Source: an optimization exercise on an open RTL-to-GDS flow (aim: small area). Production flows keep margins and buffers that such runs may drop.
Function was checked by simulation only, so behaviour that the tests miss may differ from the original.
Power and IR drop assume default switching activity.

==> flow/design.v <==
module top(y, x, c0, c1, c2, clk, rst);
input clk;
input rst;
input [7:0] x;
input [7:0] c0;
input [7:0] c1;
input [7:0] c2;
output [15:0] y;
reg [7:0] xd;
reg [7:0] c0d;
reg [15:0] s2q;
wire [7:0] xg;
wire [7:0] xdg;
wire rstn = ~rst;
and_cell ug0 (.a(x[0]), .b(rstn), .y(xg[0]));
and_cell ugd0 (.a(xd[0]), .b(rstn), .y(xdg[0]));
and_cell ug1 (.a(x[1]), .b(rstn), .y(xg[1]));
and_cell ugd1 (.a(xd[1]), .b(rstn), .y(xdg[1]));
and_cell ug2 (.a(x[2]), .b(rstn), .y(xg[2]));
and_cell ugd2 (.a(xd[2]), .b(rstn), .y(xdg[2]));
and_cell ug3 (.a(x[3]), .b(rstn), .y(xg[3]));
and_cell ugd3 (.a(xd[3]), .b(rstn), .y(xdg[3]));
and_cell ug4 (.a(x[4]), .b(rstn), .y(xg[4]));
and_cell ugd4 (.a(xd[4]), .b(rstn), .y(xdg[4]));
and_cell ug5 (.a(x[5]), .b(rstn), .y(xg[5]));
and_cell ugd5 (.a(xd[5]), .b(rstn), .y(xdg[5]));
and_cell ug6 (.a(x[6]), .b(rstn), .y(xg[6]));
and_cell ugd6 (.a(xd[6]), .b(rstn), .y(xdg[6]));
and_cell ug7 (.a(x[7]), .b(rstn), .y(xg[7]));
and_cell ugd7 (.a(xd[7]), .b(rstn), .y(xdg[7]));
wire [15:0] s2n;
wire p1;
wire p2;
wire p3;
wire p4;
wire p5;
wire p6;
wire p7;
wire p8;
wire p9;
wire p10;
wire p11;
wire p12;
wire p13;
wire p14;
wire p15;
wire p16;
wire p17;
wire p18;
wire p19;
wire p20;
wire p21;
wire p22;
wire p23;
wire p24;
wire p25;
wire p26;
wire p27;
wire p28;
wire p29;
wire p30;
wire p31;
wire p32;
wire p33;
wire p34;
wire p35;
wire p36;
wire p37;
wire p38;
wire p39;
wire p40;
wire p41;
wire p42;
wire p43;
wire p44;
wire p45;
wire p46;
wire p47;
wire p48;
wire p49;
wire p50;
wire p51;
wire p52;
wire p53;
wire p54;
wire p55;
wire p56;
wire p57;
wire p58;
wire p59;
wire p60;
wire p61;
wire p62;
wire p63;
wire p64;
wire p65;
wire p66;
wire p67;
wire p68;
wire p69;
wire p70;
wire p71;
wire p72;
wire p73;
wire p74;
wire p75;
wire p76;
wire p77;
wire p78;
wire p79;
wire p80;
wire p81;
wire p82;
wire p83;
wire p84;
wire p85;
wire p86;
wire p87;
wire p88;
wire p89;
wire p90;
wire p91;
wire p92;
wire p93;
wire p94;
wire p95;
wire p96;
wire p97;
wire p98;
wire p99;
wire p100;
wire p101;
wire p102;
wire p103;
wire p104;
wire p105;
wire p106;
wire p107;
wire p108;
wire p109;
wire p110;
wire p111;
wire p112;
wire p113;
wire p114;
wire p115;
wire p116;
wire p117;
wire p118;
wire p119;
wire p120;
wire p121;
wire p122;
wire p123;
wire p124;
wire p125;
wire p126;
wire p127;
wire p128;
wire s129;
wire c130;
wire s131;
wire c132;
wire s133;
wire c134;
wire s135;
wire c136;
wire s137;
wire c138;
wire s139;
wire c140;
wire s141;
wire c142;
wire s143;
wire c144;
wire s145;
wire c146;
wire s147;
wire c148;
wire s149;
wire c150;
wire s151;
wire c152;
wire s153;
wire c154;
wire s155;
wire c156;
wire s157;
wire c158;
wire s159;
wire c160;
wire s161;
wire c162;
wire s163;
wire c164;
wire s165;
wire c166;
wire s167;
wire c168;
wire s169;
wire c170;
wire s171;
wire c172;
wire s173;
wire c174;
wire s175;
wire c176;
wire s177;
wire c178;
wire s179;
wire c180;
wire s181;
wire c182;
wire s183;
wire c184;
wire s185;
wire c186;
wire s187;
wire c188;
wire s189;
wire c190;
wire s191;
wire c192;
wire s193;
wire c194;
wire s195;
wire c196;
wire s197;
wire c198;
wire s199;
wire c200;
wire s201;
wire c202;
wire s203;
wire c204;
wire s205;
wire c206;
wire s207;
wire c208;
wire s209;
wire c210;
wire s211;
wire c212;
wire s213;
wire c214;
wire s215;
wire c216;
wire s217;
wire c218;
wire s219;
wire c220;
wire s221;
wire c222;
wire s223;
wire c224;
wire s225;
wire c226;
wire s227;
wire c228;
wire s229;
wire c230;
wire s231;
wire c232;
wire s233;
wire c234;
wire s235;
wire c236;
wire s237;
wire c238;
wire s239;
wire c240;
wire s241;
wire c242;
wire s243;
wire c244;
wire s245;
wire c246;
wire s247;
wire c248;
wire s249;
wire c250;
wire s251;
wire c252;
wire s253;
wire c254;
wire s255;
wire c256;
wire s257;
wire c258;
wire s259;
wire c260;
wire s261;
wire c262;
wire s263;
wire c264;
wire s265;
wire c266;
wire s267;
wire c268;
wire s269;
wire c270;
wire s271;
wire c272;
wire s273;
wire c274;
wire s275;
wire c276;
wire s277;
wire c278;
wire s279;
wire c280;
wire s281;
wire c282;
wire s283;
wire c284;
wire s285;
wire c286;
wire s287;
wire c288;
wire s289;
wire c290;
wire s291;
wire c292;
wire s293;
wire c294;
wire s295;
wire c296;
wire s297;
wire c298;
wire s299;
wire c300;
wire s301;
wire c302;
wire s303;
wire c304;
wire s305;
wire c306;
wire s307;
wire c308;
wire s309;
wire c310;
wire s311;
wire c312;
wire s313;
wire c314;
wire s315;
wire c316;
wire s317;
wire c318;
wire s319;
wire c320;
wire s321;
wire c322;
wire s323;
wire c324;
wire s325;
wire c326;
wire s327;
wire c328;
wire s329;
wire c330;
wire s331;
wire c332;
wire s333;
wire c334;
wire s335;
wire c336;
wire s337;
wire c338;
wire s339;
wire c340;
wire s341;
wire c342;
wire s343;
wire c344;
wire s345;
wire c346;
wire s347;
wire c348;
wire s349;
wire c350;
wire s351;
wire c352;
wire s353;
wire c354;
wire s355;
wire c356;
wire s357;
wire c358;
wire s359;
wire c360;
wire s361;
wire c362;
wire s363;
wire c364;
wire s365;
wire c366;
wire x367;
wire x368;
wire p369;
wire p370;
wire p371;
wire p372;
wire p373;
wire p374;
wire p375;
wire p376;
wire p377;
wire p378;
wire p379;
wire p380;
wire p381;
wire p382;
wire p383;
wire p384;
wire p385;
wire p386;
wire p387;
wire p388;
wire p389;
wire p390;
wire p391;
wire p392;
wire p393;
wire p394;
wire p395;
wire p396;
wire p397;
wire p398;
wire p399;
wire p400;
wire p401;
wire p402;
wire p403;
wire p404;
wire p405;
wire p406;
wire p407;
wire p408;
wire p409;
wire p410;
wire p411;
wire p412;
wire p413;
wire p414;
wire p415;
wire p416;
wire p417;
wire p418;
wire p419;
wire p420;
wire p421;
wire p422;
wire p423;
wire p424;
wire p425;
wire p426;
wire p427;
wire p428;
wire p429;
wire p430;
wire p431;
wire p432;
wire s433;
wire c434;
wire n435;
wire s436;
wire c437;
wire s438;
wire c439;
wire n440;
wire s441;
wire c442;
wire s443;
wire c444;
wire s445;
wire c446;
wire s447;
wire c448;
wire s449;
wire c450;
wire s451;
wire c452;
wire s453;
wire c454;
wire s455;
wire c456;
wire s457;
wire c458;
wire s459;
wire c460;
wire s461;
wire c462;
wire s463;
wire c464;
wire s465;
wire c466;
wire s467;
wire c468;
wire s469;
wire c470;
wire s471;
wire c472;
wire s473;
wire c474;
wire s475;
wire c476;
wire s477;
wire c478;
wire s479;
wire c480;
wire s481;
wire c482;
wire s483;
wire c484;
wire s485;
wire c486;
wire s487;
wire c488;
wire s489;
wire c490;
wire s491;
wire c492;
wire s493;
wire c494;
wire s495;
wire c496;
wire s497;
wire c498;
wire s499;
wire c500;
wire s501;
wire c502;
wire s503;
wire c504;
wire s505;
wire c506;
wire s507;
wire c508;
wire s509;
wire c510;
wire s511;
wire c512;
wire s513;
wire c514;
wire s515;
wire c516;
wire s517;
wire c518;
wire s519;
wire c520;
wire s521;
wire c522;
wire s523;
wire c524;
wire s525;
wire c526;
wire s527;
wire c528;
wire s529;
wire c530;
wire s531;
wire c532;
wire s533;
wire c534;
wire s535;
wire c536;
wire n537;
wire s538;
wire c539;
wire s540;
wire c541;
wire s542;
wire c543;
wire s544;
wire c545;
wire s546;
wire c547;
wire s548;
wire c549;
wire s550;
wire c551;
wire s552;
wire c553;
wire s554;
wire c555;
wire s556;
wire c557;
wire s558;
wire c559;
wire s560;
wire c561;
wire s562;
wire c563;
wire s564;
wire c565;
wire s566;
wire c567;
wire s568;
wire c569;
wire s570;
wire c571;
wire s572;
wire c573;
wire s574;
wire c575;
wire s576;
wire c577;
wire x578;
wire x579;
wire [5:0] t580;
wire y581;
wire y582;
wire y583;
wire y584;
wire y585;
wire y586;
nand_cell u1 (.a(xdg[0]), .b(c0d[0]), .y(p1));
nand_cell u2 (.a(xdg[0]), .b(c0d[1]), .y(p2));
nand_cell u3 (.a(xdg[0]), .b(c0d[2]), .y(p3));
nand_cell u4 (.a(xdg[0]), .b(c0d[3]), .y(p4));
nand_cell u5 (.a(xdg[0]), .b(c0d[4]), .y(p5));
nand_cell u6 (.a(xdg[0]), .b(c0d[5]), .y(p6));
nand_cell u7 (.a(xdg[0]), .b(c0d[6]), .y(p7));
and_cell u8 (.a(xdg[0]), .b(c0d[7]), .y(p8));
nand_cell u9 (.a(xdg[1]), .b(c0d[0]), .y(p9));
nand_cell u10 (.a(xdg[1]), .b(c0d[1]), .y(p10));
nand_cell u11 (.a(xdg[1]), .b(c0d[2]), .y(p11));
nand_cell u12 (.a(xdg[1]), .b(c0d[3]), .y(p12));
nand_cell u13 (.a(xdg[1]), .b(c0d[4]), .y(p13));
nand_cell u14 (.a(xdg[1]), .b(c0d[5]), .y(p14));
nand_cell u15 (.a(xdg[1]), .b(c0d[6]), .y(p15));
and_cell u16 (.a(xdg[1]), .b(c0d[7]), .y(p16));
nand_cell u17 (.a(xdg[2]), .b(c0d[0]), .y(p17));
nand_cell u18 (.a(xdg[2]), .b(c0d[1]), .y(p18));
nand_cell u19 (.a(xdg[2]), .b(c0d[2]), .y(p19));
nand_cell u20 (.a(xdg[2]), .b(c0d[3]), .y(p20));
nand_cell u21 (.a(xdg[2]), .b(c0d[4]), .y(p21));
nand_cell u22 (.a(xdg[2]), .b(c0d[5]), .y(p22));
nand_cell u23 (.a(xdg[2]), .b(c0d[6]), .y(p23));
and_cell u24 (.a(xdg[2]), .b(c0d[7]), .y(p24));
nand_cell u25 (.a(xdg[3]), .b(c0d[0]), .y(p25));
nand_cell u26 (.a(xdg[3]), .b(c0d[1]), .y(p26));
nand_cell u27 (.a(xdg[3]), .b(c0d[2]), .y(p27));
nand_cell u28 (.a(xdg[3]), .b(c0d[3]), .y(p28));
nand_cell u29 (.a(xdg[3]), .b(c0d[4]), .y(p29));
nand_cell u30 (.a(xdg[3]), .b(c0d[5]), .y(p30));
nand_cell u31 (.a(xdg[3]), .b(c0d[6]), .y(p31));
and_cell u32 (.a(xdg[3]), .b(c0d[7]), .y(p32));
nand_cell u33 (.a(xdg[4]), .b(c0d[0]), .y(p33));
nand_cell u34 (.a(xdg[4]), .b(c0d[1]), .y(p34));
nand_cell u35 (.a(xdg[4]), .b(c0d[2]), .y(p35));
nand_cell u36 (.a(xdg[4]), .b(c0d[3]), .y(p36));
nand_cell u37 (.a(xdg[4]), .b(c0d[4]), .y(p37));
nand_cell u38 (.a(xdg[4]), .b(c0d[5]), .y(p38));
nand_cell u39 (.a(xdg[4]), .b(c0d[6]), .y(p39));
and_cell u40 (.a(xdg[4]), .b(c0d[7]), .y(p40));
nand_cell u41 (.a(xdg[5]), .b(c0d[0]), .y(p41));
nand_cell u42 (.a(xdg[5]), .b(c0d[1]), .y(p42));
nand_cell u43 (.a(xdg[5]), .b(c0d[2]), .y(p43));
nand_cell u44 (.a(xdg[5]), .b(c0d[3]), .y(p44));
nand_cell u45 (.a(xdg[5]), .b(c0d[4]), .y(p45));
nand_cell u46 (.a(xdg[5]), .b(c0d[5]), .y(p46));
nand_cell u47 (.a(xdg[5]), .b(c0d[6]), .y(p47));
and_cell u48 (.a(xdg[5]), .b(c0d[7]), .y(p48));
nand_cell u49 (.a(xdg[6]), .b(c0d[0]), .y(p49));
nand_cell u50 (.a(xdg[6]), .b(c0d[1]), .y(p50));
nand_cell u51 (.a(xdg[6]), .b(c0d[2]), .y(p51));
nand_cell u52 (.a(xdg[6]), .b(c0d[3]), .y(p52));
nand_cell u53 (.a(xdg[6]), .b(c0d[4]), .y(p53));
nand_cell u54 (.a(xdg[6]), .b(c0d[5]), .y(p54));
nand_cell u55 (.a(xdg[6]), .b(c0d[6]), .y(p55));
and_cell u56 (.a(xdg[6]), .b(c0d[7]), .y(p56));
and_cell u57 (.a(xdg[7]), .b(c0d[0]), .y(p57));
and_cell u58 (.a(xdg[7]), .b(c0d[1]), .y(p58));
and_cell u59 (.a(xdg[7]), .b(c0d[2]), .y(p59));
and_cell u60 (.a(xdg[7]), .b(c0d[3]), .y(p60));
and_cell u61 (.a(xdg[7]), .b(c0d[4]), .y(p61));
and_cell u62 (.a(xdg[7]), .b(c0d[5]), .y(p62));
and_cell u63 (.a(xdg[7]), .b(c0d[6]), .y(p63));
nand_cell u64 (.a(xdg[7]), .b(c0d[7]), .y(p64));
nand_cell u65 (.a(xg[0]), .b(c1[0]), .y(p65));
nand_cell u66 (.a(xg[0]), .b(c1[1]), .y(p66));
nand_cell u67 (.a(xg[0]), .b(c1[2]), .y(p67));
nand_cell u68 (.a(xg[0]), .b(c1[3]), .y(p68));
nand_cell u69 (.a(xg[0]), .b(c1[4]), .y(p69));
nand_cell u70 (.a(xg[0]), .b(c1[5]), .y(p70));
nand_cell u71 (.a(xg[0]), .b(c1[6]), .y(p71));
and_cell u72 (.a(xg[0]), .b(c1[7]), .y(p72));
nand_cell u73 (.a(xg[1]), .b(c1[0]), .y(p73));
nand_cell u74 (.a(xg[1]), .b(c1[1]), .y(p74));
nand_cell u75 (.a(xg[1]), .b(c1[2]), .y(p75));
nand_cell u76 (.a(xg[1]), .b(c1[3]), .y(p76));
nand_cell u77 (.a(xg[1]), .b(c1[4]), .y(p77));
nand_cell u78 (.a(xg[1]), .b(c1[5]), .y(p78));
nand_cell u79 (.a(xg[1]), .b(c1[6]), .y(p79));
and_cell u80 (.a(xg[1]), .b(c1[7]), .y(p80));
nand_cell u81 (.a(xg[2]), .b(c1[0]), .y(p81));
nand_cell u82 (.a(xg[2]), .b(c1[1]), .y(p82));
nand_cell u83 (.a(xg[2]), .b(c1[2]), .y(p83));
nand_cell u84 (.a(xg[2]), .b(c1[3]), .y(p84));
nand_cell u85 (.a(xg[2]), .b(c1[4]), .y(p85));
nand_cell u86 (.a(xg[2]), .b(c1[5]), .y(p86));
nand_cell u87 (.a(xg[2]), .b(c1[6]), .y(p87));
and_cell u88 (.a(xg[2]), .b(c1[7]), .y(p88));
nand_cell u89 (.a(xg[3]), .b(c1[0]), .y(p89));
nand_cell u90 (.a(xg[3]), .b(c1[1]), .y(p90));
nand_cell u91 (.a(xg[3]), .b(c1[2]), .y(p91));
nand_cell u92 (.a(xg[3]), .b(c1[3]), .y(p92));
nand_cell u93 (.a(xg[3]), .b(c1[4]), .y(p93));
nand_cell u94 (.a(xg[3]), .b(c1[5]), .y(p94));
nand_cell u95 (.a(xg[3]), .b(c1[6]), .y(p95));
and_cell u96 (.a(xg[3]), .b(c1[7]), .y(p96));
nand_cell u97 (.a(xg[4]), .b(c1[0]), .y(p97));
nand_cell u98 (.a(xg[4]), .b(c1[1]), .y(p98));
nand_cell u99 (.a(xg[4]), .b(c1[2]), .y(p99));
nand_cell u100 (.a(xg[4]), .b(c1[3]), .y(p100));
nand_cell u101 (.a(xg[4]), .b(c1[4]), .y(p101));
nand_cell u102 (.a(xg[4]), .b(c1[5]), .y(p102));
nand_cell u103 (.a(xg[4]), .b(c1[6]), .y(p103));
and_cell u104 (.a(xg[4]), .b(c1[7]), .y(p104));
nand_cell u105 (.a(xg[5]), .b(c1[0]), .y(p105));
nand_cell u106 (.a(xg[5]), .b(c1[1]), .y(p106));
nand_cell u107 (.a(xg[5]), .b(c1[2]), .y(p107));
nand_cell u108 (.a(xg[5]), .b(c1[3]), .y(p108));
nand_cell u109 (.a(xg[5]), .b(c1[4]), .y(p109));
nand_cell u110 (.a(xg[5]), .b(c1[5]), .y(p110));
nand_cell u111 (.a(xg[5]), .b(c1[6]), .y(p111));
and_cell u112 (.a(xg[5]), .b(c1[7]), .y(p112));
nand_cell u113 (.a(xg[6]), .b(c1[0]), .y(p113));
nand_cell u114 (.a(xg[6]), .b(c1[1]), .y(p114));
nand_cell u115 (.a(xg[6]), .b(c1[2]), .y(p115));
nand_cell u116 (.a(xg[6]), .b(c1[3]), .y(p116));
nand_cell u117 (.a(xg[6]), .b(c1[4]), .y(p117));
nand_cell u118 (.a(xg[6]), .b(c1[5]), .y(p118));
nand_cell u119 (.a(xg[6]), .b(c1[6]), .y(p119));
and_cell u120 (.a(xg[6]), .b(c1[7]), .y(p120));
and_cell u121 (.a(xg[7]), .b(c1[0]), .y(p121));
and_cell u122 (.a(xg[7]), .b(c1[1]), .y(p122));
and_cell u123 (.a(xg[7]), .b(c1[2]), .y(p123));
and_cell u124 (.a(xg[7]), .b(c1[3]), .y(p124));
and_cell u125 (.a(xg[7]), .b(c1[4]), .y(p125));
and_cell u126 (.a(xg[7]), .b(c1[5]), .y(p126));
and_cell u127 (.a(xg[7]), .b(c1[6]), .y(p127));
nand_cell u128 (.a(xg[7]), .b(c1[7]), .y(p128));
ha_cell u130 (.a(p1), .b(p65), .s(s129), .co(c130));
fa_cell u132 (.a(p2), .b(p9), .c(p66), .s(s131), .co(c132));
fa_cell u134 (.a(p73), .b(c130), .c(s131), .s(s133), .co(c134));
ha_cell u136 (.a(p3), .b(p10), .s(s135), .co(c136));
fa_cell u138 (.a(p17), .b(p67), .c(p74), .s(s137), .co(c138));
fa_cell u140 (.a(p81), .b(s135), .c(c132), .s(s139), .co(c140));
fa_cell u142 (.a(s137), .b(c134), .c(s139), .s(s141), .co(c142));
ha_cell u144 (.a(p4), .b(p11), .s(s143), .co(c144));
fa_cell u146 (.a(p18), .b(p25), .c(p68), .s(s145), .co(c146));
fa_cell u148 (.a(p75), .b(p82), .c(p89), .s(s147), .co(c148));
fa_cell u150 (.a(c136), .b(s143), .c(c138), .s(s149), .co(c150));
fa_cell u152 (.a(s145), .b(s147), .c(c140), .s(s151), .co(c152));
fa_cell u154 (.a(s149), .b(s151), .c(c142), .s(s153), .co(c154));
ha_cell u156 (.a(p5), .b(p12), .s(s155), .co(c156));
fa_cell u158 (.a(p19), .b(p26), .c(p33), .s(s157), .co(c158));
fa_cell u160 (.a(p69), .b(p76), .c(p83), .s(s159), .co(c160));
fa_cell u162 (.a(p90), .b(p97), .c(c144), .s(s161), .co(c162));
fa_cell u164 (.a(s155), .b(c146), .c(c148), .s(s163), .co(c164));
fa_cell u166 (.a(s157), .b(s159), .c(s161), .s(s165), .co(c166));
fa_cell u168 (.a(c150), .b(s163), .c(s165), .s(s167), .co(c168));
fa_cell u170 (.a(c152), .b(s167), .c(c154), .s(s169), .co(c170));
ha_cell u172 (.a(p6), .b(p13), .s(s171), .co(c172));
fa_cell u174 (.a(p20), .b(p27), .c(p34), .s(s173), .co(c174));
fa_cell u176 (.a(p41), .b(p70), .c(p77), .s(s175), .co(c176));
fa_cell u178 (.a(p84), .b(p91), .c(p98), .s(s177), .co(c178));
fa_cell u180 (.a(p105), .b(c156), .c(s171), .s(s179), .co(c180));
fa_cell u182 (.a(c158), .b(c160), .c(s173), .s(s181), .co(c182));
fa_cell u184 (.a(s175), .b(s177), .c(c162), .s(s183), .co(c184));
fa_cell u186 (.a(s179), .b(c164), .c(s181), .s(s185), .co(c186));
fa_cell u188 (.a(c166), .b(s183), .c(s185), .s(s187), .co(c188));
fa_cell u190 (.a(c168), .b(s187), .c(c170), .s(s189), .co(c190));
ha_cell u192 (.a(p7), .b(p14), .s(s191), .co(c192));
fa_cell u194 (.a(p21), .b(p28), .c(p35), .s(s193), .co(c194));
fa_cell u196 (.a(p42), .b(p49), .c(p71), .s(s195), .co(c196));
fa_cell u198 (.a(p78), .b(p85), .c(p92), .s(s197), .co(c198));
fa_cell u200 (.a(p99), .b(p106), .c(p113), .s(s199), .co(c200));
fa_cell u202 (.a(c172), .b(s191), .c(c174), .s(s201), .co(c202));
fa_cell u204 (.a(c176), .b(c178), .c(s193), .s(s203), .co(c204));
fa_cell u206 (.a(s195), .b(s197), .c(s199), .s(s205), .co(c206));
fa_cell u208 (.a(c180), .b(c182), .c(s201), .s(s207), .co(c208));
fa_cell u210 (.a(s203), .b(s205), .c(c184), .s(s209), .co(c210));
fa_cell u212 (.a(c186), .b(s207), .c(s209), .s(s211), .co(c212));
fa_cell u214 (.a(c188), .b(s211), .c(c190), .s(s213), .co(c214));
ha_cell u216 (.a(p8), .b(p15), .s(s215), .co(c216));
fa_cell u218 (.a(p22), .b(p29), .c(p36), .s(s217), .co(c218));
fa_cell u220 (.a(p43), .b(p50), .c(p57), .s(s219), .co(c220));
fa_cell u222 (.a(p72), .b(p79), .c(p86), .s(s221), .co(c222));
fa_cell u224 (.a(p93), .b(p100), .c(p107), .s(s223), .co(c224));
fa_cell u226 (.a(p114), .b(p121), .c(c192), .s(s225), .co(c226));
fa_cell u228 (.a(s215), .b(c194), .c(c196), .s(s227), .co(c228));
fa_cell u230 (.a(c198), .b(c200), .c(s217), .s(s229), .co(c230));
fa_cell u232 (.a(s219), .b(s221), .c(s223), .s(s231), .co(c232));
fa_cell u234 (.a(s225), .b(c202), .c(c204), .s(s233), .co(c234));
fa_cell u236 (.a(s227), .b(c206), .c(s229), .s(s235), .co(c236));
fa_cell u238 (.a(s231), .b(c208), .c(s233), .s(s237), .co(c238));
fa_cell u240 (.a(s235), .b(c210), .c(s237), .s(s239), .co(c240));
fa_cell u242 (.a(c212), .b(s239), .c(c214), .s(s241), .co(c242));
fa_cell u244 (.a(p16), .b(p23), .c(p30), .s(s243), .co(c244));
fa_cell u246 (.a(p37), .b(p44), .c(p51), .s(s245), .co(c246));
fa_cell u248 (.a(p58), .b(p80), .c(p87), .s(s247), .co(c248));
fa_cell u250 (.a(p94), .b(p101), .c(p108), .s(s249), .co(c250));
fa_cell u252 (.a(p115), .b(p122), .c(c216), .s(s251), .co(c252));
fa_cell u254 (.a(c218), .b(c220), .c(c222), .s(s253), .co(c254));
fa_cell u256 (.a(c224), .b(s243), .c(s245), .s(s255), .co(c256));
fa_cell u258 (.a(s247), .b(s249), .c(c226), .s(s257), .co(c258));
fa_cell u260 (.a(s251), .b(c228), .c(c230), .s(s259), .co(c260));
fa_cell u262 (.a(s253), .b(c232), .c(s255), .s(s261), .co(c262));
fa_cell u264 (.a(s257), .b(c234), .c(c236), .s(s263), .co(c264));
fa_cell u266 (.a(s259), .b(s261), .c(c238), .s(s265), .co(c266));
fa_cell u268 (.a(s263), .b(c240), .c(s265), .s(s267), .co(c268));
g_xnor u270 (.a(s267), .b(c242), .y(s269));
g_or u270c (.a(s267), .b(c242), .y(c270));
ha_cell u272 (.a(p24), .b(p31), .s(s271), .co(c272));
fa_cell u274 (.a(p38), .b(p45), .c(p52), .s(s273), .co(c274));
fa_cell u276 (.a(p59), .b(p88), .c(p95), .s(s275), .co(c276));
fa_cell u278 (.a(p102), .b(p109), .c(p116), .s(s277), .co(c278));
fa_cell u280 (.a(p123), .b(s271), .c(c244), .s(s279), .co(c280));
fa_cell u282 (.a(c246), .b(c248), .c(c250), .s(s281), .co(c282));
fa_cell u284 (.a(s273), .b(s275), .c(s277), .s(s283), .co(c284));
fa_cell u286 (.a(c252), .b(c254), .c(s279), .s(s285), .co(c286));
fa_cell u288 (.a(s281), .b(c256), .c(s283), .s(s287), .co(c288));
fa_cell u290 (.a(c258), .b(c260), .c(c262), .s(s289), .co(c290));
fa_cell u292 (.a(s285), .b(s287), .c(c264), .s(s291), .co(c292));
fa_cell u294 (.a(s289), .b(c266), .c(s291), .s(s293), .co(c294));
fa_cell u296 (.a(c268), .b(s293), .c(c270), .s(s295), .co(c296));
fa_cell u298 (.a(p32), .b(p39), .c(p46), .s(s297), .co(c298));
fa_cell u300 (.a(p53), .b(p60), .c(p96), .s(s299), .co(c300));
fa_cell u302 (.a(p103), .b(p110), .c(p117), .s(s301), .co(c302));
fa_cell u304 (.a(p124), .b(c272), .c(c274), .s(s303), .co(c304));
fa_cell u306 (.a(c276), .b(c278), .c(s297), .s(s305), .co(c306));
fa_cell u308 (.a(s299), .b(s301), .c(c280), .s(s307), .co(c308));
fa_cell u310 (.a(c282), .b(s303), .c(c284), .s(s309), .co(c310));
fa_cell u312 (.a(s305), .b(s307), .c(c286), .s(s311), .co(c312));
fa_cell u314 (.a(c288), .b(s309), .c(c290), .s(s313), .co(c314));
fa_cell u316 (.a(s311), .b(c292), .c(s313), .s(s315), .co(c316));
fa_cell u318 (.a(c294), .b(s315), .c(c296), .s(s317), .co(c318));
fa_cell u320 (.a(p40), .b(p47), .c(p54), .s(s319), .co(c320));
fa_cell u322 (.a(p61), .b(p104), .c(p111), .s(s321), .co(c322));
fa_cell u324 (.a(p118), .b(p125), .c(c298), .s(s323), .co(c324));
fa_cell u326 (.a(c300), .b(c302), .c(s319), .s(s325), .co(c326));
fa_cell u328 (.a(s321), .b(c304), .c(c306), .s(s327), .co(c328));
fa_cell u330 (.a(s323), .b(s325), .c(c308), .s(s329), .co(c330));
fa_cell u332 (.a(c310), .b(s327), .c(s329), .s(s331), .co(c332));
fa_cell u334 (.a(c312), .b(c314), .c(s331), .s(s333), .co(c334));
fa_cell u336 (.a(c316), .b(s333), .c(c318), .s(s335), .co(c336));
fa_cell u338 (.a(p48), .b(p55), .c(p62), .s(s337), .co(c338));
fa_cell u340 (.a(p112), .b(p119), .c(p126), .s(s339), .co(c340));
fa_cell u342 (.a(c320), .b(c322), .c(s337), .s(s341), .co(c342));
fa_cell u344 (.a(s339), .b(c324), .c(c326), .s(s343), .co(c344));
fa_cell u346 (.a(s341), .b(c328), .c(s343), .s(s345), .co(c346));
fa_cell u348 (.a(c330), .b(s345), .c(c332), .s(s347), .co(c348));
fa_cell u350 (.a(s347), .b(c334), .c(c336), .s(s349), .co(c350));
fa_cell u352 (.a(p56), .b(p63), .c(p120), .s(s351), .co(c352));
fa_cell u354 (.a(p127), .b(c338), .c(c340), .s(s353), .co(c354));
fa_cell u356 (.a(s351), .b(c342), .c(s353), .s(s355), .co(c356));
fa_cell u358 (.a(c344), .b(s355), .c(c346), .s(s357), .co(c358));
fa_cell u360 (.a(s357), .b(c348), .c(c350), .s(s359), .co(c360));
fa_cell u362 (.a(p64), .b(p128), .c(c352), .s(s361), .co(c362));
fa_cell u364 (.a(c354), .b(s361), .c(c356), .s(s363), .co(c364));
fa_cell u366 (.a(s363), .b(c358), .c(c360), .s(s365), .co(c366));
assign x367 = c362 ^ c364;
assign x368 = x367 ^ c366;
nand_cell u369 (.a(x[0]), .b(c2[0]), .y(p369));
nand_cell u370 (.a(x[0]), .b(c2[1]), .y(p370));
nand_cell u371 (.a(x[0]), .b(c2[2]), .y(p371));
nand_cell u372 (.a(x[0]), .b(c2[3]), .y(p372));
nand_cell u373 (.a(x[0]), .b(c2[4]), .y(p373));
nand_cell u374 (.a(x[0]), .b(c2[5]), .y(p374));
nand_cell u375 (.a(x[0]), .b(c2[6]), .y(p375));
and_cell u376 (.a(x[0]), .b(c2[7]), .y(p376));
nand_cell u377 (.a(x[1]), .b(c2[0]), .y(p377));
nand_cell u378 (.a(x[1]), .b(c2[1]), .y(p378));
nand_cell u379 (.a(x[1]), .b(c2[2]), .y(p379));
nand_cell u380 (.a(x[1]), .b(c2[3]), .y(p380));
nand_cell u381 (.a(x[1]), .b(c2[4]), .y(p381));
nand_cell u382 (.a(x[1]), .b(c2[5]), .y(p382));
nand_cell u383 (.a(x[1]), .b(c2[6]), .y(p383));
and_cell u384 (.a(x[1]), .b(c2[7]), .y(p384));
nand_cell u385 (.a(x[2]), .b(c2[0]), .y(p385));
nand_cell u386 (.a(x[2]), .b(c2[1]), .y(p386));
nand_cell u387 (.a(x[2]), .b(c2[2]), .y(p387));
nand_cell u388 (.a(x[2]), .b(c2[3]), .y(p388));
nand_cell u389 (.a(x[2]), .b(c2[4]), .y(p389));
nand_cell u390 (.a(x[2]), .b(c2[5]), .y(p390));
nand_cell u391 (.a(x[2]), .b(c2[6]), .y(p391));
and_cell u392 (.a(x[2]), .b(c2[7]), .y(p392));
nand_cell u393 (.a(x[3]), .b(c2[0]), .y(p393));
nand_cell u394 (.a(x[3]), .b(c2[1]), .y(p394));
nand_cell u395 (.a(x[3]), .b(c2[2]), .y(p395));
nand_cell u396 (.a(x[3]), .b(c2[3]), .y(p396));
nand_cell u397 (.a(x[3]), .b(c2[4]), .y(p397));
nand_cell u398 (.a(x[3]), .b(c2[5]), .y(p398));
nand_cell u399 (.a(x[3]), .b(c2[6]), .y(p399));
and_cell u400 (.a(x[3]), .b(c2[7]), .y(p400));
nand_cell u401 (.a(x[4]), .b(c2[0]), .y(p401));
nand_cell u402 (.a(x[4]), .b(c2[1]), .y(p402));
nand_cell u403 (.a(x[4]), .b(c2[2]), .y(p403));
nand_cell u404 (.a(x[4]), .b(c2[3]), .y(p404));
nand_cell u405 (.a(x[4]), .b(c2[4]), .y(p405));
nand_cell u406 (.a(x[4]), .b(c2[5]), .y(p406));
nand_cell u407 (.a(x[4]), .b(c2[6]), .y(p407));
and_cell u408 (.a(x[4]), .b(c2[7]), .y(p408));
nand_cell u409 (.a(x[5]), .b(c2[0]), .y(p409));
nand_cell u410 (.a(x[5]), .b(c2[1]), .y(p410));
nand_cell u411 (.a(x[5]), .b(c2[2]), .y(p411));
nand_cell u412 (.a(x[5]), .b(c2[3]), .y(p412));
nand_cell u413 (.a(x[5]), .b(c2[4]), .y(p413));
nand_cell u414 (.a(x[5]), .b(c2[5]), .y(p414));
nand_cell u415 (.a(x[5]), .b(c2[6]), .y(p415));
and_cell u416 (.a(x[5]), .b(c2[7]), .y(p416));
nand_cell u417 (.a(x[6]), .b(c2[0]), .y(p417));
nand_cell u418 (.a(x[6]), .b(c2[1]), .y(p418));
nand_cell u419 (.a(x[6]), .b(c2[2]), .y(p419));
nand_cell u420 (.a(x[6]), .b(c2[3]), .y(p420));
nand_cell u421 (.a(x[6]), .b(c2[4]), .y(p421));
nand_cell u422 (.a(x[6]), .b(c2[5]), .y(p422));
nand_cell u423 (.a(x[6]), .b(c2[6]), .y(p423));
and_cell u424 (.a(x[6]), .b(c2[7]), .y(p424));
and_cell u425 (.a(x[7]), .b(c2[0]), .y(p425));
and_cell u426 (.a(x[7]), .b(c2[1]), .y(p426));
and_cell u427 (.a(x[7]), .b(c2[2]), .y(p427));
and_cell u428 (.a(x[7]), .b(c2[3]), .y(p428));
and_cell u429 (.a(x[7]), .b(c2[4]), .y(p429));
and_cell u430 (.a(x[7]), .b(c2[5]), .y(p430));
and_cell u431 (.a(x[7]), .b(c2[6]), .y(p431));
nand_cell u432 (.a(x[7]), .b(c2[7]), .y(p432));
ha_cell u434 (.a(s2q[0]), .b(p369), .s(s433), .co(c434));
assign n435 = ~s433;
ha_cell u437 (.a(s2q[1]), .b(p370), .s(s436), .co(c437));
fa_cell u439 (.a(p377), .b(c434), .c(s436), .s(s438), .co(c439));
assign n440 = ~s438;
fa_cell u442 (.a(s2q[2]), .b(p371), .c(p378), .s(s441), .co(c442));
fa_cell u444 (.a(p385), .b(c437), .c(s441), .s(s443), .co(c444));
g_xor u446 (.a(c439), .b(s443), .y(s445));
g_or u446c (.a(c439), .b(s443), .y(c446));
fa_cell u448 (.a(s2q[3]), .b(p372), .c(p379), .s(s447), .co(c448));
fa_cell u450 (.a(p386), .b(p393), .c(c442), .s(s449), .co(c450));
fa_cell u452 (.a(s447), .b(c444), .c(s449), .s(s451), .co(c452));
g_xor u454 (.a(c446), .b(s451), .y(s453));
g_or u454c (.a(c446), .b(s451), .y(c454));
fa_cell u456 (.a(s2q[4]), .b(p373), .c(p380), .s(s455), .co(c456));
fa_cell u458 (.a(p387), .b(p394), .c(p401), .s(s457), .co(c458));
fa_cell u460 (.a(c448), .b(s455), .c(s457), .s(s459), .co(c460));
fa_cell u462 (.a(c450), .b(s459), .c(c452), .s(s461), .co(c462));
g_xor u464 (.a(c454), .b(s461), .y(s463));
g_or u464c (.a(c454), .b(s461), .y(c464));
fa_cell u466 (.a(s2q[5]), .b(p374), .c(p381), .s(s465), .co(c466));
fa_cell u468 (.a(p388), .b(p395), .c(p402), .s(s467), .co(c468));
fa_cell u470 (.a(p409), .b(c456), .c(c458), .s(s469), .co(c470));
fa_cell u472 (.a(s465), .b(s467), .c(s469), .s(s471), .co(c472));
fa_cell u474 (.a(c460), .b(s471), .c(c462), .s(s473), .co(c474));
g_xor u476 (.a(c464), .b(s473), .y(s475));
g_or u476c (.a(c464), .b(s473), .y(c476));
fa_cell u478 (.a(s2q[6]), .b(p375), .c(p382), .s(s477), .co(c478));
fa_cell u480 (.a(p389), .b(p396), .c(p403), .s(s479), .co(c480));
fa_cell u482 (.a(p410), .b(p417), .c(c466), .s(s481), .co(c482));
fa_cell u484 (.a(c468), .b(s477), .c(s479), .s(s483), .co(c484));
fa_cell u486 (.a(c470), .b(s481), .c(s483), .s(s485), .co(c486));
fa_cell u488 (.a(c472), .b(s485), .c(c474), .s(s487), .co(c488));
g_xor u490 (.a(c476), .b(s487), .y(s489));
g_or u490c (.a(c476), .b(s487), .y(c490));
fa_cell u492 (.a(s2q[7]), .b(p376), .c(p383), .s(s491), .co(c492));
fa_cell u494 (.a(p390), .b(p397), .c(p404), .s(s493), .co(c494));
fa_cell u496 (.a(p411), .b(p418), .c(p425), .s(s495), .co(c496));
fa_cell u498 (.a(c478), .b(c480), .c(s491), .s(s497), .co(c498));
fa_cell u500 (.a(s493), .b(s495), .c(c482), .s(s499), .co(c500));
fa_cell u502 (.a(c484), .b(s497), .c(s499), .s(s501), .co(c502));
fa_cell u504 (.a(c486), .b(s501), .c(c488), .s(s503), .co(c504));
g_xor u506 (.a(c490), .b(s503), .y(s505));
g_or u506c (.a(c490), .b(s503), .y(c506));
fa_cell u508 (.a(s2q[8]), .b(p384), .c(p391), .s(s507), .co(c508));
fa_cell u510 (.a(p398), .b(p405), .c(p412), .s(s509), .co(c510));
fa_cell u512 (.a(p419), .b(p426), .c(c492), .s(s511), .co(c512));
fa_cell u514 (.a(c494), .b(c496), .c(s507), .s(s513), .co(c514));
fa_cell u516 (.a(s509), .b(c498), .c(s511), .s(s515), .co(c516));
fa_cell u518 (.a(s513), .b(c500), .c(s515), .s(s517), .co(c518));
fa_cell u520 (.a(c502), .b(s517), .c(c504), .s(s519), .co(c520));
g_xor u522 (.a(c506), .b(s519), .y(s521));
g_or u522c (.a(c506), .b(s519), .y(c522));
fa_cell u524 (.a(s2q[9]), .b(p392), .c(p399), .s(s523), .co(c524));
fa_cell u526 (.a(p406), .b(p413), .c(p420), .s(s525), .co(c526));
fa_cell u528 (.a(p427), .b(c508), .c(c510), .s(s527), .co(c528));
fa_cell u530 (.a(s523), .b(s525), .c(c512), .s(s529), .co(c530));
fa_cell u532 (.a(c514), .b(s527), .c(s529), .s(s531), .co(c532));
fa_cell u534 (.a(c516), .b(s531), .c(c518), .s(s533), .co(c534));
fa_cell u536 (.a(s533), .b(c520), .c(c522), .s(s535), .co(c536));
assign n537 = ~s535;
fa_cell u539 (.a(s2q[10]), .b(p400), .c(p407), .s(s538), .co(c539));
fa_cell u541 (.a(p414), .b(p421), .c(p428), .s(s540), .co(c541));
fa_cell u543 (.a(c524), .b(c526), .c(s538), .s(s542), .co(c543));
fa_cell u545 (.a(s540), .b(c528), .c(s542), .s(s544), .co(c545));
fa_cell u547 (.a(c530), .b(s544), .c(c532), .s(s546), .co(c547));
g_xnor u549 (.a(s546), .b(c534), .y(s548));
g_or u549c (.a(s546), .b(c534), .y(c549));
fa_cell u551 (.a(s2q[11]), .b(p408), .c(p415), .s(s550), .co(c551));
fa_cell u553 (.a(p422), .b(p429), .c(c539), .s(s552), .co(c553));
fa_cell u555 (.a(c541), .b(s550), .c(c543), .s(s554), .co(c555));
fa_cell u557 (.a(s552), .b(c545), .c(s554), .s(s556), .co(c557));
fa_cell u559 (.a(s556), .b(c547), .c(c549), .s(s558), .co(c559));
fa_cell u561 (.a(s2q[12]), .b(p416), .c(p423), .s(s560), .co(c561));
fa_cell u563 (.a(p430), .b(c551), .c(s560), .s(s562), .co(c563));
fa_cell u565 (.a(c553), .b(s562), .c(c555), .s(s564), .co(c565));
fa_cell u567 (.a(s564), .b(c557), .c(c559), .s(s566), .co(c567));
fa_cell u569 (.a(s2q[13]), .b(p424), .c(p431), .s(s568), .co(c569));
fa_cell u571 (.a(c561), .b(s568), .c(c563), .s(s570), .co(c571));
fa_cell u573 (.a(s570), .b(c565), .c(c567), .s(s572), .co(c573));
fa_cell u575 (.a(s2q[14]), .b(p432), .c(c569), .s(s574), .co(c575));
fa_cell u577 (.a(s574), .b(c571), .c(c573), .s(s576), .co(c577));
assign x578 = s2q[15] ^ c575;
assign x579 = x578 ^ c577;
inc_and6 u580 (.a({~s576, ~s572, ~s566, ~s558, ~s548, ~c536}), .t(t580));
assign y581 = ~(s548 ^ t580[0]);
assign y582 = ~(s558 ^ t580[1]);
assign y583 = ~(s566 ^ t580[2]);
assign y584 = ~(s572 ^ t580[3]);
assign y585 = ~(s576 ^ t580[4]);
assign y586 = x579 ^ t580[5];
assign y[0] = n435;
assign s2n[0] = s129;
assign y[1] = n440;
assign s2n[1] = s133;
assign y[2] = s445;
assign s2n[2] = s141;
assign y[3] = s453;
assign s2n[3] = s153;
assign y[4] = s463;
assign s2n[4] = s169;
assign y[5] = s475;
assign s2n[5] = s189;
assign y[6] = s489;
assign s2n[6] = s213;
assign y[7] = s505;
assign s2n[7] = s241;
assign y[8] = s521;
assign s2n[8] = s269;
assign y[9] = n537;
assign s2n[9] = s295;
assign y[10] = y581;
assign s2n[10] = s317;
assign y[11] = y582;
assign s2n[11] = s335;
assign y[12] = y583;
assign s2n[12] = s349;
assign y[13] = y584;
assign s2n[13] = s359;
assign y[14] = y585;
assign s2n[14] = s365;
assign y[15] = y586;
assign s2n[15] = x368;
always @(posedge clk) begin
  xd <= xg;
  c0d <= c0;
  s2q <= s2n;
end
endmodule
module fa_cell(input a, input b, input c, output s, output co);
assign s = a ^ b ^ c;
assign co = (a & b) | (a & c) | (b & c);
endmodule
module ha_cell(input a, input b, output s, output co);
assign s = a ^ b;
assign co = a & b;
endmodule
module g_xor(input a, input b, output y);
assign y = a ^ b;
endmodule
module g_xnor(input a, input b, output y);
assign y = ~(a ^ b);
endmodule
module g_and(input a, input b, output y);
assign y = a & b;
endmodule
module g_nand(input a, input b, output y);
assign y = ~(a & b);
endmodule
module g_nor(input a, input b, output y);
assign y = ~(a | b);
endmodule
module g_or(input a, input b, output y);
assign y = a | b;
endmodule
module g_andn(input a, input b, output y);
assign y = a & ~b;
endmodule
module g_nandn(input a, input b, output y);
assign y = ~(a & ~b);
endmodule
module inc_and6(input [5:0] a, output [5:0] t);
genvar i;
assign t[0] = a[0];
generate for (i = 1; i < 6; i = i + 1) begin : g
  assign t[i] = &a[i:0];
end endgenerate
endmodule
module nand_cell(input a, input b, output y);
assign y = ~(a & b);
endmodule
module and_cell(input a, input b, output y);
assign y = a & b;
endmodule
module gate_cell(input a, input r, output y);
assign y = a & ~r;
endmodule
==> flow/flow/run.sh <==
#!/bin/bash
# The standard layout (standard.sh: the standard synthesis and ORFS steps,
# unchanged), with these environment settings for the ORFS steps:
#  - the buffers that global placement puts on every input and output port are
#    the platform's smallest buffer (buf_1) instead of the delay buffer that
#    buffer_ports picks by default; the resizer may still upsize them;
#  - clock tree synthesis uses clkbuf_8 and inserts no dummy loads.
# All of ORFS's output goes to standard.log here and to orfs/logs/.
set -euo pipefail
export BUFFER_PORTS_ARGS="-buffer_cell sky130_fd_sc_hd__buf_1"
export REMOVE_ABC_BUFFERS=1
export CTS_ARGS="-root_buf sky130_fd_sc_hd__clkbuf_16 -buf_list sky130_fd_sc_hd__clkbuf_16 -dont_use_dummy_load -repair_clock_nets"
bash standard.sh > standard.log 2>&1
==> flow/standard.sh <==
#!/bin/bash
# synth_recipe.tcl (not shown) runs the flow's synth.tcl, then flattens the netlist and writes it again
# the make line also repeats each setting of config.mk as NAME=value (left out here)
make -C /OpenROAD-flow-scripts/flow DESIGN_CONFIG=/design/flow/config.mk WORK_HOME=/design/flow/orfs CLKGATE_MAP_FILE= SYNTH_SCRIPT=/design/flow/synth_recipe.tcl "${@:-finish}"
==> flow/config.mk <==
export PLATFORM = sky130hd
export DESIGN_NAME = top
export DESIGN_NICKNAME = top
export VERILOG_FILES = /design/flow/design.v
export SDC_FILE = /design/flow/constraint.sdc
export NUM_CORES = 4
export LEC_CHECK = 0
export CAP_MARGIN = 20
export CORE_MARGIN = 2
export CORE_UTILIZATION = 40
export CTS_BUF_LIST = sky130_fd_sc_hd__clkbuf_8
export GPL_TIMING_DRIVEN = 0
export SLEW_MARGIN = 20
export SYNTH_HIERARCHICAL = 1
export SYNTH_MINIMUM_KEEP_SIZE = 0
==> flow/constraint.sdc <==
create_clock -name core_clock -period 10.0 [get_ports {clk}]
set_input_delay 2.0000 -clock core_clock [delete_from_list [all_inputs] [get_ports {clk}]]
set_output_delay 2.0000 -clock core_clock [all_outputs]
set_load 0.01 [all_outputs]
==> metrics.cfg, run 1 <==
[global_routing]
grt_pass1_vias = 4274
grt_usage_pct = 18.72
grt_pass1_wl_um = 20970
grt_remaining_overflow = 0
antenna_found_initial = 0
grt_max_degree = 17

[power_and_ir_drop]
ir_worst_vdd_v = 0.0002008
clockPowerShare_pct = 6.8
power_leakage_nw = 1.990
p_switching_w = 0.0009490
power_frac_seq_pct = 10.1
cellPowerDensity_mw_per_mm2 = 329.4
p_total_w = 0.001961
p_comb_share_pct = 83.1
swShare_pct = 48.39
intPower_w = 0.001012

[floorplanning]
core_mm2 = 0.01372
fp.dieW_um = 121.8
die_y_um = 121.8
row_count = 43
die_area_mm2 = 0.01482
initial_core_util_pct = 40.43
io_pins = 50

[logic_synthesis]
synth-seq-area-share_pct = 11.55
synth.top_cells.by_area = fa_1 (62%), dfxtp_1 (12%), nand2_1 (10%)
synth_area_mm2 = 0.005547
synth_area_per_cell_um2 = 11.46
yosys.area.top_type_share_pct = 61.72
ys.warnings.count = 7
yosysUniqueCellTypes = 15
yosys.area.top_type = fa_1
synth_seq_cells = 32
syn_inst = 484

[timing]
max-slew-margin-rel_pct = 61.59
period_share_pct = 93.68
fin_worst_skew_ns = 0.007142
fmax_mhz = 106.7
worst_slack_ns = 0.6317
drv_slew = 0
hold_viol = 0
holdWs_ns = 0.6939
rsz0062_at_grt = no
setup_violations = 0
min_period_ns = 9.368
tns_ns = 0
worst_pin_slew_ns = 0.5761

[worst_setup_path]
critPathCapture = y[15]
arrival_ns = 7.37
r2r_end = s2q[15]
crit_fanout = 8
cp-startpoint = c2[2]
r2r_slack_ns = 2.91
timing.rr.start = xd[0]
crit_type = input pin to output port
crit_path_start_kind = input pin
cp-end-kind = output port
reg2reg_depth = 19
worst_ep_required_time_ns = 8.00

[clock_tree]
numClockSinks = 32
numCtsBuffers = 5
cts_resized = 0
cts_root_buffer = clkbuf_16
cts_buffer_depth = 2
cts_hold_buffers = 0
clk_latency_ns = 0.27
clk_pin_slew_ns = 0.05
post_cts_buffers = 0
cts_tree = done
htree_levels = 2

[layout]
nNetsFinal = 738
final_cells = 701
drive_gt1_share_pct = 1.344
nFillCells = 1302
register_area_um2 = 640.6
syn_to_final_growth_pct = 7.331
antennaDiodeCount = 0
multi_input_area_mm2 = 0.004741

[min_path]
hold_start = c0d[0]
hp-class = register to register

[detailed_routing]
viasPerCell = 5.097
drtIter0Drc = 206
routed_wl_um = 12070
wire_per_inst_um = 17.21
dr.pass1.iters = 4
drc_errors = 0
drtAntennaViolNets = 0
num_vias = 3573

[place]
place_congestion = 0.8846
hpwl_um = 9912
port_buffers = 49
place_inst = 696
place_ws_ns = 0.6099

[flow_run]
cap_viol_max_count = 0

[outcome]
status = finished clean

-- modules after synthesis (local to each module, per instance) --
| module | cells | cell area (um2) |
|---|---|---|
| and_cell | 1 | 6.256 |
| fa_cell | 1 | 20.02 |
| g_or | 1 | 6.256 |
| g_xnor | 1 | 8.758 |
| g_xor | 1 | 8.758 |
| ha_cell | 1 | 12.51 |
| inc_and6 | 9 | 51.30 |
| nand_cell | 1 | 3.754 |
| top | 68 | 885.8 |
-- layout by cell type (no fill, tap or decap) --
cell / netlist / layout
xnor2_1: 11 / 11
fa_1: 171 / 171
inv_1: 10 / 10
dfxtp_1: 32 / 32
nand2_1: 151 / 151
clkbuf_16: 0 / 5
or2_1: 9 / 9
nand3_1: 2 / 2
ha_1: 10 / 10
and2_4: 1 / 1
and3_2: 1 / 1
and2_1: 58 / 58
buf_1: 0 / 49
xor2_1: 8 / 8
and3_1: 1 / 1
nor2_1: 2 / 2
-- sequential cells by signal (all words and copies together) (netlist names) --
signal and count:
xd 8, c0d 8, s2q 16
-- Yosys cell counts --
| master | number |
|---|---|
| nand3_1 | 2 |
| xnor2_1 | 11 |
| and2_4 | 1 |
| nor2_1 | 2 |
| buf_4 | 17 |
| dfxtp_1 | 32 |
| ha_1 | 10 |
| fa_1 | 171 |
| xor2_1 | 8 |
| nand2_1 | 151 |
| and3_2 | 1 |
| or2_1 | 9 |
| and2_1 | 58 |
| and3_1 | 1 |
| inv_1 | 10 |
-- critical path: stages --
cell     delay, ns
buf_1         0.33
nand2_1       0.13
fa_1          0.49
fa_1          0.41
fa_1          0.42
fa_1          0.39
fa_1          0.39
fa_1          0.39
fa_1          0.39
fa_1          0.46
or2_1         0.26
fa_1          0.37
inv_1         0.13
nand3_1       0.12
nor2_1        0.16
xor2_1        0.20
xnor2_1       0.14
buf_1         0.16
-- power groups by stage --
stage               combinational (W)  sequential (W)  clock (W)
floorplan                     0.00127        0.000194          0
global placement              0.00166        0.000202          0
detailed placement            0.00167        0.000202          0
CTS                           0.00168        0.000200   0.000139
global route                  0.00194        0.000204   0.000146
finish                        0.00163        0.000199   0.000133
-- metrics by stage --
stage | utilization (%) | instance area, um2
after CTS | 43.39 | 5953
after global routing | 43.39 | 5953
after floorplan | - | 5419
after global placement | 42.48 | 5828
final | 43.39 | 5953
after detailed placement | 42.48 | 5828
-- area by class of cell --
type | instances | share of cell area, %
flip-flops and latches | 32 | 10.76
multi-input cells | 425 | 79.63
inverters | 10 | 0.6305
well taps | 180 | 3.783
clock buffers | 5 | 2.102
repair buffers | 49 | 3.090
-- routing by layer --
layer,track usage [%],part of all wire [%],up-vias
li1,-,-,1517
met1,23.19,38,1885
met2,33.07,53,149
met3,3.090,6.9,22
met4,6.753,2.6,0
met5,0,0,-
-- cell families (layout without fill, tap and decap cells) --
| kind of cell | after synthesis | in the layout | share of synthesized area, % |
|---|---|---|---|
| xor gates and xnor gates | 19 | 19 | 3.000 |
| and+or+nand+nor | 225 | 225 | 18.50 |
| DFF | 32 | 32 | 11.55 |
| adders and majority gates | 181 | 181 | 63.97 |
| buffers and inverters | 27 | 64 | 2.978 |
-- worst min path at each step --
stage | endpoint | slack, ns | cells past startpoint
finish | s2q[0] | 0.69 | 2
global route | s2q[0] | 0.74 | 2
CTS | s2q[0] | 0.70 | 2
detailed placement | s2q[0] | 0.68 | 2
global placement | s2q[0] | 0.68 | 2
floorplan | s2q[0] | 0.55 | 2
==> run 2, diff against run 1 <==
--- a/flow/flow/run.sh
+++ b/flow/flow/run.sh
@@ -9,5 +9,5 @@
 set -euo pipefail
 export BUFFER_PORTS_ARGS="-buffer_cell sky130_fd_sc_hd__buf_1"
 export REMOVE_ABC_BUFFERS=1
-export CTS_ARGS="-root_buf sky130_fd_sc_hd__clkbuf_16 -buf_list sky130_fd_sc_hd__clkbuf_16 -dont_use_dummy_load -repair_clock_nets"
+export CTS_ARGS="-buf_list sky130_fd_sc_hd__clkbuf_8 -sink_clustering_enable -sink_clustering_size 32 -sink_clustering_max_diameter 1000 -sink_clustering_levels 1 -dont_use_dummy_load -repair_clock_nets"
 bash standard.sh > standard.log 2>&1
==> metrics.cfg, run 2 <==
[detailed_routing]
drtAntennaViolNets = 0
wire_per_inst_um = 17.15
dr.pass1.iters = 4
routed_wl_um = 12020
drc_errors = 0
viasPerCell = 5.046
num_vias = 3537
drtIter0Drc = 195

[place]
place_congestion = 0.8846
dpl_cell_area_mm2 = 0.005828
port_buffers = 49
hpwl_um = 9912

[logic_synthesis]
synth_seq_cells = 32
yosysUniqueCellTypes = 15
synth.most_common_cell = fa_1
yosys.area.top_type = fa_1
ys_top_cells_by_count = fa_1 (171), nand2_1 (151), and2_1 (58)
synth-seq-area-share_pct = 11.55
synth_ff_type = dfxtp_1
yosys.area.top_type_share_pct = 61.72
ys.warnings.count = 7
synth_edf_count = 0
syn_inst = 484
synth.top_cells.by_area = fa_1 (62%), dfxtp_1 (12%), nand2_1 (10%)
synth_area_per_cell_um2 = 11.46
synth_area_mm2 = 0.005547
async_flop_share_pct = 0

[floorplanning]
initial_core_util_pct = 40.43
die_area_mm2 = 0.01482
fp.dieW_um = 121.8
core_mm2 = 0.01372
io_pins = 50
die_y_um = 121.8
row_count = 43

[power_and_ir_drop]
power_frac_seq_pct = 10.4
p_total_w = 0.001914
clockPowerShare_pct = 4.5
p_comb_share_pct = 85.1
cellPowerDensity_mw_per_mm2 = 324.6
p_switching_w = 0.0009450
intPower_w = 0.0009689
swShare_pct = 49.38
ir_worst_vdd_v = 0.0002008
power_leakage_nw = 1.964

[clock_tree]
cts_tree = done
cts_resized = 0
numClockSinks = 32
post_cts_buffers = 0
htree_levels = 2
clk_pin_slew_ns = 0.06
cts_root_buffer = clkbuf_8
cts_hold_buffers = 0
numCtsBuffers = 5
clk_latency_ns = 0.28
cts_buffer_depth = 2

[timing]
setup_violations = 0
rsz0062_at_grt = no
min_period_ns = 9.371
fin_worst_skew_ns = 0.01071
period_share_pct = 93.71
tns_ns = 0
hold_viol = 0
drv_slew = 0
max-slew-margin-rel_pct = 62.11
fmax_mhz = 106.7
worst_pin_slew_ns = 0.5683

[layout]
reg_top3 = s2q x16, c0d x8, xd x8
regMostFlops = s2q
layout_common_cells = fa_1 (171), nand2_1 (151), and2_1 (58)
antennaDiodeCount = 0
layout_commonest_cell = fa_1
drive_gt1_share_pct = 1.344
largest_reg_flops = 16
final_area_mm2 = 0.005897
fin_util_pct = 42.98
syn_to_final_growth_pct = 6.316
nFillCells = 1305
nNetsFinal = 738

[worst_setup_path]
r2r_slack_ns = 2.92
timing.rr.start = xd[0]
crit_fanout = 8
cp_cell_sequence = buf_1 -> nand2_1 -> fa_1 -> fa_1 -> fa_1 -> fa_1 -> fa_1 -> fa_1 -> fa_1 -> fa_1 -> or2_1 -> fa_1 -> inv_1 -> nand3_1 -> nor2_1 -> xor2_1 -> xnor2_1 -> buf_1
slowest_delay_ns = 0.49
worst_ep_required_time_ns = 8.00
cp-end-kind = output port
arrival_ns = 7.37
r2r_end = s2q[15]
crit_path_start_kind = input pin
cpMaxStageDelayCell = fa_1
crit_type = input pin to output port
reg2reg_depth = 19
critPathMostFrequentCell = fa_1

[min_path]
holdPathStages = 2
hp-class = register to register
hold_start = c0d[0]
worstHoldEndpoint = s2q[0]

[global_routing]
grt_pass1_wl_um = 20900
antenna_found_initial = 0
grt_remaining_overflow = 0
grt_pass1_vias = 4242
grt_max_degree = 17
grt_usage_pct = 18.58

[outcome]
status = finished clean

[flow_run]
cap_viol_max_count = 0

==> run 2: cell counts after synthesis <==
No cell type changed its count.
==> run 2: metal layers <==
| metal | up-vias | global-route usage [%] | wire, um |
|---|---|---|---|
| li1 | 1515 | - | - |
| met1 | 1862 | 23.40 | 4509 |
| met2 | 138 | 32.82 | 6403 |
| met3 | 22 | 2.903 | 819 |
| met4 | 0 | 6.034 | 289 |
| met5 | - | 0 | 0 |
==> run 2: layout make-up <==
| class | count | area (um2) | area share [%] |
|---|---|---|---|
| Inverter | 10 | 37.54 | 0.6365 |
| Tap cell | 180 | 225.2 | 3.819 |
| Timing Repair Buffer | 49 | 183.9 | 3.119 |
| Sequential cell | 32 | 640.6 | 10.86 |
| Multi-Input combinational cell | 425 | 4741 | 80.39 |
| Clock buffer | 5 | 68.82 | 1.167 |
==> run 2: kinds of logic after synthesis <==
kind of cell               after synthesis  synth area share (%)
adders and majority gates              181                 63.97
xor gates and xnor gates                19                 3.000
and+or+nand+nor                        225                 18.50
DFF                                     32                 11.55
buffers and inverters                   27                 2.978
==> run 2: how the worst max path moves through the flow <==
stage	start	endpoint	slack (ns)	cells past startpoint
6_report	c2[2]	y[15]	0.63	18
3_3_place_gp	c2[2]	y[15]	0.59	18
4_1_cts	c2[2]	y[15]	0.58	18
2_1_floorplan	x[0]	y[15]	1.28	16
5_1_grt	x[0]	y[15]	0.29	18
3_5_place_dp	x[2]	y[15]	0.61	18
==> run 2: power groups by stage <==
stage	clock, W	sequential (W)	combinational [W]
2_1_floorplan	0	0.000194	0.00127
6_report	0.0000864	0.000198	0.00163
5_1_grt	0.0000983	0.000204	0.00194
4_1_cts	0.0000910	0.000200	0.00168
3_5_place_dp	0	0.000202	0.00167
3_3_place_gp	0	0.000202	0.00166
==> run 2: stage by stage <==
step,hold slack (ns),setup slack [ns],cells
floorplan,0.5505,1.283,467
global placement,0.6808,0.5858,696
detailed placement,0.6798,0.6099,696
CTS,0.7028,0.5840,701
global route,0.7520,0.2855,701
finish,0.7021,0.6289,701
==> run 2: worst max-delay path: cells and delay by family <==
kind / cells / cell delay [ns]
buffers and inverters: 3 / 0.62
adders and majority gates: 9 / 3.72
xor gates and xnor gates: 2 / 0.34
and+or+nand+nor: 4 / 0.67
==> run 2: modules after synthesis, one instance, submodules excluded <==
module | copies in the design | area (um2) | cells inside
g_xor | 7 | 8.758 | 1
g_xnor | 2 | 8.758 | 1
g_or | 9 | 6.256 | 1
and_cell | 58 | 6.256 | 1
fa_cell | 171 | 20.02 | 1
inc_and6 | 1 | 51.30 | 9
top | 1 | 885.8 | 68
ha_cell | 10 | 12.51 | 1
nand_cell | 150 | 3.754 | 1

==> re-timing with driven ports <==
In the flow no input, the clock included, has a driving cell. The finished layouts below were timed again as built, in two steps.
Step 1 (the two cells are an assumption about what drives the block):
set clk [get_ports {clk}]
set_driving_cell -lib_cell sky130_fd_sc_hd__clkbuf_16 $clk
set_driving_cell -lib_cell sky130_fd_sc_hd__buf_2 [delete_from_list [all_inputs] $clk]
Step 2 adds t to the input delays and takes it off the output delays; t is the mean of the earliest and latest rising clock arrival at the registers after step 1. Input paths then give back, and output paths get back, about the clock's delay inside the block.
Three values: ideal, step 1, step 2; two values: the first two.
run | shift t [ns] | setup WS [ns] | latest minus earliest clock arrival (ns) | slew at the worst register clock pin (ns)
run 1 | 0.308 | 0.632 / 0.604 / 0.604 | 0.008 / 0.007 | 0.05 / 0.05
run 2 | 0.310 | 0.629 / 0.601 / 0.601 | 0.011 / 0.011 | 0.06 / 0.06
After both steps setup and hold are still met in every run listed.
